What follows belongs to an exercise in optimizing a design on an open flow for small area; a production flow would make more cautious choices. The RTL was checked by simulation tests, not by an equivalence proof against the original design. Power figures rest on the tool's default switching activity, not on a simulated workload.

`design/flow/run.sh`:
```
#!/bin/bash
# synth_recipe.tcl (not shown) runs the flow's synth.tcl, then flattens the netlist and writes it again
# the make line also repeats each setting of config.mk as NAME=value (left out here)
make -C /OpenROAD-flow-scripts/flow DESIGN_CONFIG=/design/flow/config.mk WORK_HOME=/design/flow/orfs CLKGATE_MAP_FILE= SYNTH_SCRIPT=/design/flow/synth_recipe.tcl finish
```
`design/flow/config.mk`:
```
export PLATFORM = sky130hd
export DESIGN_NAME = ReactionTimer
export DESIGN_NICKNAME = ReactionTimer
export VERILOG_FILES = /design/flow/design.v
export SDC_FILE = /design/flow/constraint.sdc
export NUM_CORES = 4
export LEC_CHECK = 0
export CAP_MARGIN = 20
export CORE_MARGIN = 2
export CORE_UTILIZATION = 40
export SLEW_MARGIN = 20
```
`design/flow/constraint.sdc`:
```
create_clock -name core_clock -period 20.0 [get_ports {clk}]
set_input_delay 4.0000 -clock core_clock [delete_from_list [all_inputs] [get_ports {clk}]]
set_output_delay 4.0000 -clock core_clock [all_outputs]
set_load 0.01 [all_outputs]
```
`design/flow/design.v`:
```
`timescale 1ns / 1ps
module Clk1Hz(
    input clk,
    input rst,
    output reg clk1Hz,
    output clk1Hz_rise
  );
  parameter HALF = 50000;
  localparam W = $clog2(HALF);
  reg [W-1:0] counter;
  assign clk1Hz_rise = (counter == 0) && !clk1Hz;
  always @(posedge clk)
  begin
    if (rst)
    begin
      counter <= 0;
      clk1Hz <= 0;
    end
    else if (counter == 0)
    begin
      counter <= HALF - 1;
      clk1Hz <= ~clk1Hz;
    end
    else
    begin
      counter <= counter - 1;
    end
  end
endmodule
`timescale 1ns / 1ps
module Clk1Khz(
    input clk,
    input rst,
    output reg clk1Khz,
    output clk1Khz_rise
  );
  parameter HALF = 50;
  localparam W = $clog2(HALF);
  reg [W-1:0] counter;
  assign clk1Khz_rise = (counter == 0) && !clk1Khz;
  always @(posedge clk)
  begin
    if (rst)
    begin
      counter <= 0;
      clk1Khz <= 0;
    end
    else if (counter == 0)
    begin
      counter <= HALF - 1;
      clk1Khz <= ~clk1Khz;
    end
    else
    begin
      counter <= counter - 1;
    end
  end
endmodule
`timescale 1ns / 1ps
module Clk5Hz(
    input clk,
    input rst,
    output reg clk5Hz,
    output clk5Hz_rise
  );
  parameter HALF = 250;
  localparam W = $clog2(HALF);
  reg [W-1:0] counter;
  assign clk5Hz_rise = (counter == 0) && !clk5Hz;
  always @(posedge clk)
  begin
    if (rst)
    begin
      counter <= 0;
      clk5Hz <= 0;
    end
    else if (counter == 0)
    begin
      counter <= HALF - 1;
      clk5Hz <= ~clk5Hz;
    end
    else
    begin
      counter <= counter - 1;
    end
  end
endmodule
`timescale 1ns / 1ps
module RandomNumberGenerator (
    input clk,
    input rst,
    input enable,
    input [13:0] seed,
    output reg [13:0] lfsr_out,
    output reg calculatedRandomNumber
  );
  always @(posedge clk)
  begin
    if (rst)
    begin
      lfsr_out <= 0;
      calculatedRandomNumber <= 0;
    end
    else if (enable && !calculatedRandomNumber)
    begin
      lfsr_out <= {seed[12:0], seed[0] ^ seed[13] ^ seed[12] ^ seed[2]};
      calculatedRandomNumber <= 1;
    end
    else
    begin
      lfsr_out <= lfsr_out;
    end
  end
endmodule
`timescale 1ns / 1ps
module TimerManager(
    input clk,
    input rst,
    input clk1Khz_rise,
    input ck_reset,
    input [3:0] btn,
    output reg waitingToStart,
    output reg turnOnLEDForTest,
    output reg turnOnDigitsAfterTest,
    output reg [12:0] timeElapsed
  );
  parameter [2:0] A = 3'b000, B = 3'b001, C = 3'b010, D = 3'b011, E = 3'b100, F = 3'b101, G = 3'b110, H = 3'b111;
  reg calculateRandomNumber;
  reg [2:0] currentState;
  reg [2:0] nextState;
  reg [15:0] timeToStart;
  wire [13:0] timeToWait;
  wire randomNumberReady;
  reg [15:0] timeSinceStart;
  RandomNumberGenerator rng(
                          .clk(clk),
                          .rst(rst),
                          .enable(calculateRandomNumber),
                          .seed(timeToStart[13:0]),
                          .lfsr_out(timeToWait),
                          .calculatedRandomNumber(randomNumberReady)
                        );
  always @( * )
  begin
    waitingToStart = 0;
    calculateRandomNumber = 0;
    turnOnLEDForTest = 0;
    turnOnDigitsAfterTest = 0;
    case (currentState)
      A:
      begin
        waitingToStart = 1;
      end
      B:
      begin
        waitingToStart = 1;
      end
      C:
      begin
        calculateRandomNumber = 1;
      end
      D:
      begin
        turnOnLEDForTest = 1;
      end
      E:
      begin
        turnOnDigitsAfterTest = 1;
      end
      default:
      begin
      end
    endcase
  end
  always @(posedge clk)
  begin
    if (rst)
    begin
      timeToStart <= 0;
      currentState <= A;
    end
    else
    begin
      timeToStart <= timeToStart + 1;
      currentState <= nextState;
    end
  end
  always @(posedge clk)
  begin
    if (rst)
    begin
      timeElapsed <= 0;
      timeSinceStart <= 0;
    end
    else if (clk1Khz_rise)
    begin
      if (turnOnLEDForTest)
        timeElapsed <= timeElapsed + 1;
      if (!waitingToStart)
        timeSinceStart <= timeSinceStart + 1;
    end
  end
  always @( * )
  begin
    nextState = currentState;
    case (currentState)
      A:
        if (!ck_reset)
          nextState = B;
        else
          nextState = A;
      B:
        if (ck_reset)
          nextState = C;
        else
          nextState = B;
      C:
        if (randomNumberReady && (timeSinceStart >= {2'b00, timeToWait}) && !waitingToStart)
          nextState = D;
        else
          nextState = C;
      D:
        if (turnOnLEDForTest && btn[0])
          nextState = E;
        else
          nextState = D;
      E:
        nextState = E;
      default:
        nextState = currentState;
    endcase
  end
endmodule
`timescale 1ns / 1ps
module LEDBlinker(
    input clk,
    input rst,
    input waitingToStart,
    input turnOnLEDForTest,
    output reg [3:0] leds
  );
  parameter HALF = 50000;
  localparam W = $clog2(HALF);
  reg [3:0] leds_val;
  reg [W-1:0] counter;
  always @(posedge clk)
  begin
    if (rst)
    begin
      counter <= 0;
      leds <= 4'b1111;
      leds_val <= 4'b1111;
    end
    else if (waitingToStart)
    begin
      if (counter == 0)
      begin
        counter <= HALF - 1;
        leds <= leds_val;
        leds_val <= ~leds_val;
      end
      else
      begin
        counter <= counter - 1;
      end
    end
    else if (turnOnLEDForTest)
    begin
      leds <= 4'b0001;
    end
  end
endmodule
`timescale 1ns / 1ps
module DigitManager(
    input clk,
    input rst,
    input clk5Hz_rise,
    input reset_n,
    input w,
    output reg [3:0] z
  );
  parameter [2:0] A = 3'b000, B = 3'b001, C = 3'b010, D = 3'b011, E = 3'b100, F = 3'b101, G = 3'b110, H = 3'b111;
  reg [2:0] currentState;
  reg [2:0] nextState;
  always @( * )
  begin
    z = 4'b0000;
    case (currentState)
      B:
        z = 4'b0001;
      C:
        z = 4'b0010;
      D:
        z = 4'b0100;
      E:
        z = 4'b1000;
      default:
        z = 4'b0000;
    endcase
  end
  always @(posedge clk)
  begin
    if (rst)
      currentState <= A;
    else if (clk5Hz_rise)
    begin
      if (!reset_n)
        currentState <= A;
      else
        currentState <= nextState;
    end
  end
  always @( * )
  begin
    nextState = currentState;
    case (currentState)
      A:
        if (w)
          nextState = B;
        else
          nextState = A;
      B:
        if (w)
          nextState = C;
        else
          nextState = A;
      C:
        if (w)
          nextState = D;
        else
          nextState = A;
      D:
        if (w)
          nextState = E;
        else
          nextState = A;
      E:
        if (w)
          nextState = B;
        else
          nextState = A;
      F:
        nextState = A;
      G:
        nextState = A;
      H:
        nextState = A;
    endcase
  end
endmodule
`timescale 1ns / 1ps
module SevenSegDecoder(
    input [3:0] digit,
    output reg [6:0] segments
  );
  always @( * )
  begin
    case(digit)
      4'b0000:
        segments = 7'b1111110;
      4'b0001:
        segments = 7'b0110000;
      4'b0010:
        segments = 7'b1101101;
      4'b0011:
        segments = 7'b1111001;
      4'b0100:
        segments = 7'b0110011;
      4'b0101:
        segments = 7'b1011011;
      4'b0110:
        segments = 7'b1011111;
      4'b0111:
        segments = 7'b1110000;
      4'b1000:
        segments = 7'b1111111;
      4'b1001:
        segments = 7'b1111011;
      4'b1010:
        segments = 7'b1110111;
      4'b1011:
        segments = 7'b0011111;
      4'b1100:
        segments = 7'b1001110;
      4'b1101:
        segments = 7'b0111101;
      4'b1110:
        segments = 7'b1001111;
      4'b1111:
        segments = 7'b1000111;
      default:
        segments = 7'b0000000;
    endcase
  end
endmodule
`timescale 1ns / 1ps
module SevenSeg (
    input [3:0] digits,
    input [12:0] timeToDisplay,
    output reg onesDigit,
    output reg tensDigit,
    output reg hundredsDigit,
    output reg thousandsDigit,
    output reg aSegment,
    output reg bSegment,
    output reg cSegment,
    output reg dSegment,
    output reg eSegment,
    output reg fSegment,
    output reg gSegment,
    output reg decimalPoint
  );
  reg [3:0] digitToDisplay;
  wire [6:0] segmentsToDisplay;
  SevenSegDecoder ssd(.digit(digitToDisplay), .segments(segmentsToDisplay));
  always @( * )
  begin
    onesDigit = 1;
    tensDigit = 1;
    hundredsDigit = 1;
    thousandsDigit = 1;
    digitToDisplay = 0;
    aSegment = 0;
    bSegment = 0;
    cSegment = 0;
    dSegment = 0;
    eSegment = 0;
    fSegment = 0;
    gSegment = 0;
    decimalPoint = 0;
    case(digits)
      4'b0001:
      begin
        onesDigit = 0;
        digitToDisplay = timeToDisplay % 10;
        aSegment = segmentsToDisplay[6];
        bSegment = segmentsToDisplay[5];
        cSegment = segmentsToDisplay[4];
        dSegment = segmentsToDisplay[3];
        eSegment = segmentsToDisplay[2];
        fSegment = segmentsToDisplay[1];
        gSegment = segmentsToDisplay[0];
        decimalPoint = 0;
      end
      4'b0010:
      begin
        tensDigit = 0;
        digitToDisplay = (timeToDisplay % 100) / 10;
        aSegment = segmentsToDisplay[6];
        bSegment = segmentsToDisplay[5];
        cSegment = segmentsToDisplay[4];
        dSegment = segmentsToDisplay[3];
        eSegment = segmentsToDisplay[2];
        fSegment = segmentsToDisplay[1];
        gSegment = segmentsToDisplay[0];
        decimalPoint = 0;
      end
      4'b0100:
      begin
        hundredsDigit = 0;
        digitToDisplay = (timeToDisplay % 1000) / 100;
        aSegment = segmentsToDisplay[6];
        bSegment = segmentsToDisplay[5];
        cSegment = segmentsToDisplay[4];
        dSegment = segmentsToDisplay[3];
        eSegment = segmentsToDisplay[2];
        fSegment = segmentsToDisplay[1];
        gSegment = segmentsToDisplay[0];
        decimalPoint = 0;
      end
      4'b1000:
      begin
        thousandsDigit = 0;
        digitToDisplay = timeToDisplay / 1000;
        if (digitToDisplay == 0)
        begin
          aSegment = 0;
          bSegment = 0;
          cSegment = 0;
          dSegment = 0;
          eSegment = 0;
          fSegment = 0;
          gSegment = 0;
          decimalPoint = 0;
        end
        else
        begin
          aSegment = segmentsToDisplay[6];
          bSegment = segmentsToDisplay[5];
          cSegment = segmentsToDisplay[4];
          dSegment = segmentsToDisplay[3];
          eSegment = segmentsToDisplay[2];
          fSegment = segmentsToDisplay[1];
          gSegment = segmentsToDisplay[0];
          decimalPoint = 0;
        end
      end
      default:
      begin
      end
    endcase
  end
endmodule
`timescale 1ns / 1ps
module ReactionTimer(
    input clk,
    input rst,
    input ck_rst,
    input [3:0] btn,
    output ck_io0,
    output ck_io1,
    output ck_io2,
    output ck_io3,
    output ck_io4,
    output ck_io5,
    output ck_io6,
    output ck_io7,
    output ck_io8,
    output ck_io9,
    output ck_io10,
    output ck_io11,
    output [3:0] leds
  );
  wire [3:0] digits;
  wire clk5Hz;
  wire clk5Hz_rise;
  wire clk1Hz;
  wire clk1Hz_rise;
  wire clk1Khz;
  wire clk1Khz_rise;
  wire waitingToStart;
  wire turnOnLEDForTest;
  wire turnOnDigitsAfterTest;
  wire [12:0] timeElapsed;
  Clk5Hz c5Hz(.clk(clk),
              .rst(rst),
              .clk5Hz(clk5Hz),
              .clk5Hz_rise(clk5Hz_rise)
             );
  Clk1Hz c1Hz(.clk(clk),
              .rst(rst),
              .clk1Hz(clk1Hz),
              .clk1Hz_rise(clk1Hz_rise)
             );
  Clk1Khz c1Khz(.clk(clk),
                .rst(rst),
                .clk1Khz(clk1Khz),
                .clk1Khz_rise(clk1Khz_rise)
               );
  TimerManager tm(
                 .clk(clk),
                 .rst(rst),
                 .clk1Khz_rise(clk1Khz_rise),
                 .ck_reset(ck_rst),
                 .btn(btn),
                 .waitingToStart(waitingToStart),
                 .turnOnLEDForTest(turnOnLEDForTest),
                 .turnOnDigitsAfterTest(turnOnDigitsAfterTest),
                 .timeElapsed(timeElapsed)
               );
  LEDBlinker ledb(
               .clk(clk),
               .rst(rst),
               .waitingToStart(waitingToStart),
               .turnOnLEDForTest(turnOnLEDForTest),
               .leds(leds)
             );
  DigitManager dm(
                 .clk(clk),
                 .rst(rst),
                 .clk5Hz_rise(clk5Hz_rise),
                 .reset_n(turnOnDigitsAfterTest),
                 .w(turnOnDigitsAfterTest),
                 .z(digits)
               );
  SevenSeg ss(.digits(digits),
              .timeToDisplay(timeElapsed),
              .onesDigit(ck_io0),
              .tensDigit(ck_io1),
              .hundredsDigit(ck_io2),
              .thousandsDigit(ck_io3),
              .aSegment(ck_io4),
              .bSegment(ck_io5),
              .cSegment(ck_io6),
              .dSegment(ck_io7),
              .eSegment(ck_io8),
              .fSegment(ck_io9),
              .gSegment(ck_io10),
              .decimalPoint(ck_io11)
             );
endmodule
```
==> summary.md <==
* 4.954% — share of final-layout standard cells stronger than drive strength 1
* 0.35 ns — clock network latency to the later pin of the worst-skew pair
* 12.04 ns — critical path arrival
* 6.028% — synth-to-layout area growth
* 0 — number of gates given a new drive strength after cts
* 53000 microns — wire length of the first global-routing pass
* 0 — antenna violations before repair
* 14800 microns — met2 WL
* no — unrepaired setup endpoints after global routing
* 892 — number of design-rule violations left by the first detailed-router iteration
* 31170 microns — post-detailed-routing wire length
* 31.5% — clock network fraction of total power
* 31.72% — switching share of total power
* dfxtp_1 — library cell with the largest summed area after synthesis
* 9 — Inserted Clock Buffers
* dfxtp_1 — most frequently used flop master after synthesis
* 0.5946 mW — post-layout power
* 11660 sq um — summed instance area of the synthesized netlist
* 174.8 microns — Die X-Extent
* 0.08 ns — clock slew at reported path FFs
* 40.64% — Initial Utilization
* yes — TritonCTS clock tree
* 0.06827 mV — Worst VDD drop
* met4 — highest metal layer used by the detailed router
* tm.timeElapsed[8] — worst setup path startpoint
* 23.9% — combinational power share
* 44.6% — sequential fraction of design power
* 0 — number of max-cap violations
* 1.023 ns — transition time at the pin with the least slew margin
* 1671 — count of nets after finishing
* 5 — TritonRoute pass-1 iters
* register — Critical Path Start Type
* 1722 — synthesized netlist net count
* 2019 — non-filler cells, final
* 6.939 sq um — syn avg cell area
* 28700 sq um — floorplan core area
* 0 — number of antenna cells inserted
* 0 — final number of max-transition violations
* 0 — hold violation count in the final report
* 80.18% — final critical-path share of the clock period
* 174.8 microns — Die Span Y
* clkbuf_16 — CTS Root Cell
* reg -> reg — worst min path class
* 14620 microns — wire length on met1
* 16.00 ns — required time at the endpoint of the critical path
* 23 — number of primary I/O pins
* 0% — share of flip-flops with an asynchronous set or reset
* 11040 — number of global-route vias before repair
* output pin — nature of the critical path endpoint
* 22540 microns — total half-perimeter wirelength after legalization and detailed placement
* 104 — post-synthesis register bit count
* 18 — port buffer count
* 2003 — Placed Instances
* 0 — number of nets with antenna violations after detailed routing
* 0 — number of flops mapped to enable cells by yosys
* 4.581 nW — static leakage
* 2 — worst-case clock buffer depth
* 1391 microns — met3 WL
* 0 — DRC
* 97 — pin count of the biggest net entering global routing
* 0.1886 mW — NetSw
* 1681 — synthesized instance count
* nor2_1 — most numerous cell in the Yosys netlist
* 17.85% — Seq/Total Area, Yosys
* 104 — TritonCTS sink count
* 0 — CTS hold repair buffers
* 0.4060 mW — Internal Dissipation
* 0 — gr ovfl total
* 19.87% — global routing usage summed across all routing layers
* 62 — number of placement rows
* 6.025 — average via count per standard cell
* 30540 sq um — Die Footprint
* tm.currentState[0] — reg-to-reg critical path endpoint
* 15.44 microns — post-DR wirelength/cell
* 31.15% — relative slew slack
* 43.09% — Final Util
* 16.81 ns — Worst R2R Setup Slack
* 0.007609 ns — post-route clock skew
* 17.85% — proportion of netlist area held by the largest area contributor
* 0.06236 GHz — peak clock frequency supported by timing
* 9 — synth warn
* 3 — CTS H-tree lvls
* 29 — Crit Path Max Fanout
* 0 ns — Final TNS setup
* 200 x nor2_1, 159 x nand2_1, 129 x a21oi_1, 104 x dfxtp_1, 99 x o21ai_0 — commonest cells in the netlist
* 12160 — total via count after detailed routing
* 100 — library cells used by synthesis
* 2 — cell depth of the worst hold path
* 0.96 ns — CP peak stage delay
* 0 — post-CTS setup-driven buffer insertion count
* 22 — length in cells of the worst reg-to-reg path
* 48.07 nW/um^2 — Pwr Density
* 0.8945 — final estimated routing congestion in global placement
* 0.4573 ns — worst hold slack
* 0 — number of endpoints failing setup at the final stage
* finished clean — outcome
* 16.04 ns — minimum clock period
* reg -> out — CP Class
* dfxtp_1 — library cell contributing the largest single delay on the critical path
* 3034 — fill cell count
* a21oi_1 — dominant cell type by count on the critical path
* ck_io5 — Critical Path Sink
* tm.timeSinceStart[0] — start of the worst register-to-register path
* dfxtp_1 18%, nor2_1 6.4%, xnor2_1 5.9%, a21oi_1 5.5%, nand2_1 5.1% — main area contributors after synthesis
[layout by cell type, fill, tap and decap left out, types with 24 or more instances in the layout]
master	n
a21oi_1	129
a211oi_1	31
or3_1	24
nand2b_1	29
nor4_1	28
nand4_1	26
dfxtp_1	104
mux2i_1	28
nand3_1	60
nor3_1	67
xor2_1	45
inv_1	58
o21ai_0	99
xnor2_1	78
nor2_1	200
ha_1	34
and3_1	27
nand2_1	159
[logic make-up (layout without fill, tap and decap cells)]
group | Yosys count | count (layout) | share of synthesized area (%)
AND/OR/NAND/NOR | 709 | 709 | 29.74
AO/OA/AOI/OAI | 516 | 516 | 30.63
buffers and inverters | 157 | 111 | 5.427
XOR/XNOR | 124 | 124 | 9.428
flip-flops | 104 | 104 | 17.85
adder cells (fa/ha/maj) | 37 | 37 | 3.904
multiplexers | 33 | 33 | 2.982
other | 1 | 1 | 0.03215
[registers in the layout, summed over array words and instances, names as in the netlist]
register,flops
ledb.counter,16
tm.timeSinceStart,16
tm.rng.lfsr_out,14
tm.timeToStart,14
tm.timeElapsed,13
c5Hz.counter,8
c1Khz.counter,6
ledb.leds,4
ledb.leds_val,4
dm.currentState,3
tm.currentState,3
c1Khz.clk1Khz,1
c5Hz.clk5Hz,1
tm.rng.calculatedRandomNumber,1
[metrics by stage]
stage          setup WS [ns]  area (sq um)
2_1_floorplan          6.800         11660
3_3_place_gp           4.782         12040
3_5_place_dp           4.527         12040
4_1_cts                4.149         12370
5_1_grt                3.066         12370
6_report               3.965         12370
[worst max-delay path, delay by kind of cell, from the launching register on]
kind                       cells  cell delay [ns]
adders and majority gates      2             0.55
DFF                            1             0.96
and+or+nand+nor               10             3.61
muxes                          2             0.55
AOI/OAI and AO/OA             18             5.40
buffers and inverters          3             0.63
[per-layer routing]
layer | vias to the layer above | track usage [%]
met5 | - | 0
met4 | 0 | 4.306
met3 | 35 | 1.719
met2 | 323 | 34.07
met1 | 5670 | 27.13
li1 | 6136 | -
[worst min-delay path by stage]
stage	slack (ns)	end	start
2_1_floorplan	0.44	tm.rng.lfsr_out[10]	tm.rng.lfsr_out[10]
3_3_place_gp	0.44	tm.rng.lfsr_out[13]	tm.rng.lfsr_out[13]
3_5_place_dp	0.45	tm.rng.lfsr_out[8]	tm.rng.lfsr_out[8]
4_1_cts	0.46	tm.rng.lfsr_out[8]	tm.rng.lfsr_out[8]
5_1_grt	0.47	tm.rng.lfsr_out[2]	tm.rng.lfsr_out[2]
6_report	0.46	tm.rng.lfsr_out[8]	tm.rng.lfsr_out[8]
[power by group through the flow]
stage          Sequential (mW)  Combinational, mW  Clock [mW]
2_1_floorplan            0.266              0.116           0
3_3_place_gp             0.269              0.139           0
3_5_place_dp             0.270              0.141           0
4_1_cts                  0.265              0.143       0.194
5_1_grt                  0.270              0.163       0.200
6_report                 0.265              0.142       0.187
[final cells by class]
class	instances	area [sq um]	area share, %
sequential	104	2082	16.83
timing repair buffer	34	295.3	2.387
clock inverter	7	97.59	0.7891
inverter	61	229.0	1.851
tap	384	480.5	3.885
multi-input combinational	1420	8959	72.43
clock buffer	9	225.2	1.821

afterwards: timing with drivers on the ports:
Ports are ideal in the flow. The routed layout listed here was re-timed in OpenROAD.
Step 1: set_driving_cell puts a clkbuf_16 on clk and a buf_2 on each other input, an assumption about the parent block.
Step 2, shift: input delay + t, output delay - t, t = (earliest + latest rising clock arrival at the registers) / 2. This alone moves slack from input paths to output paths.
Slacks: ideal / step 1 / step 2; pairs: ideal / step 1.
shift t [ns]: 0.384
setup WS [ns]: 3.965 / 3.925 / 4.309
worst data-port slew with drivers (ns): 0.04
pins driven straight from the clock port: 1
After both steps this run still meets setup and hold. The setup slack of this run moves by -0.040 ns with the drivers and by +0.344 ns with both steps.
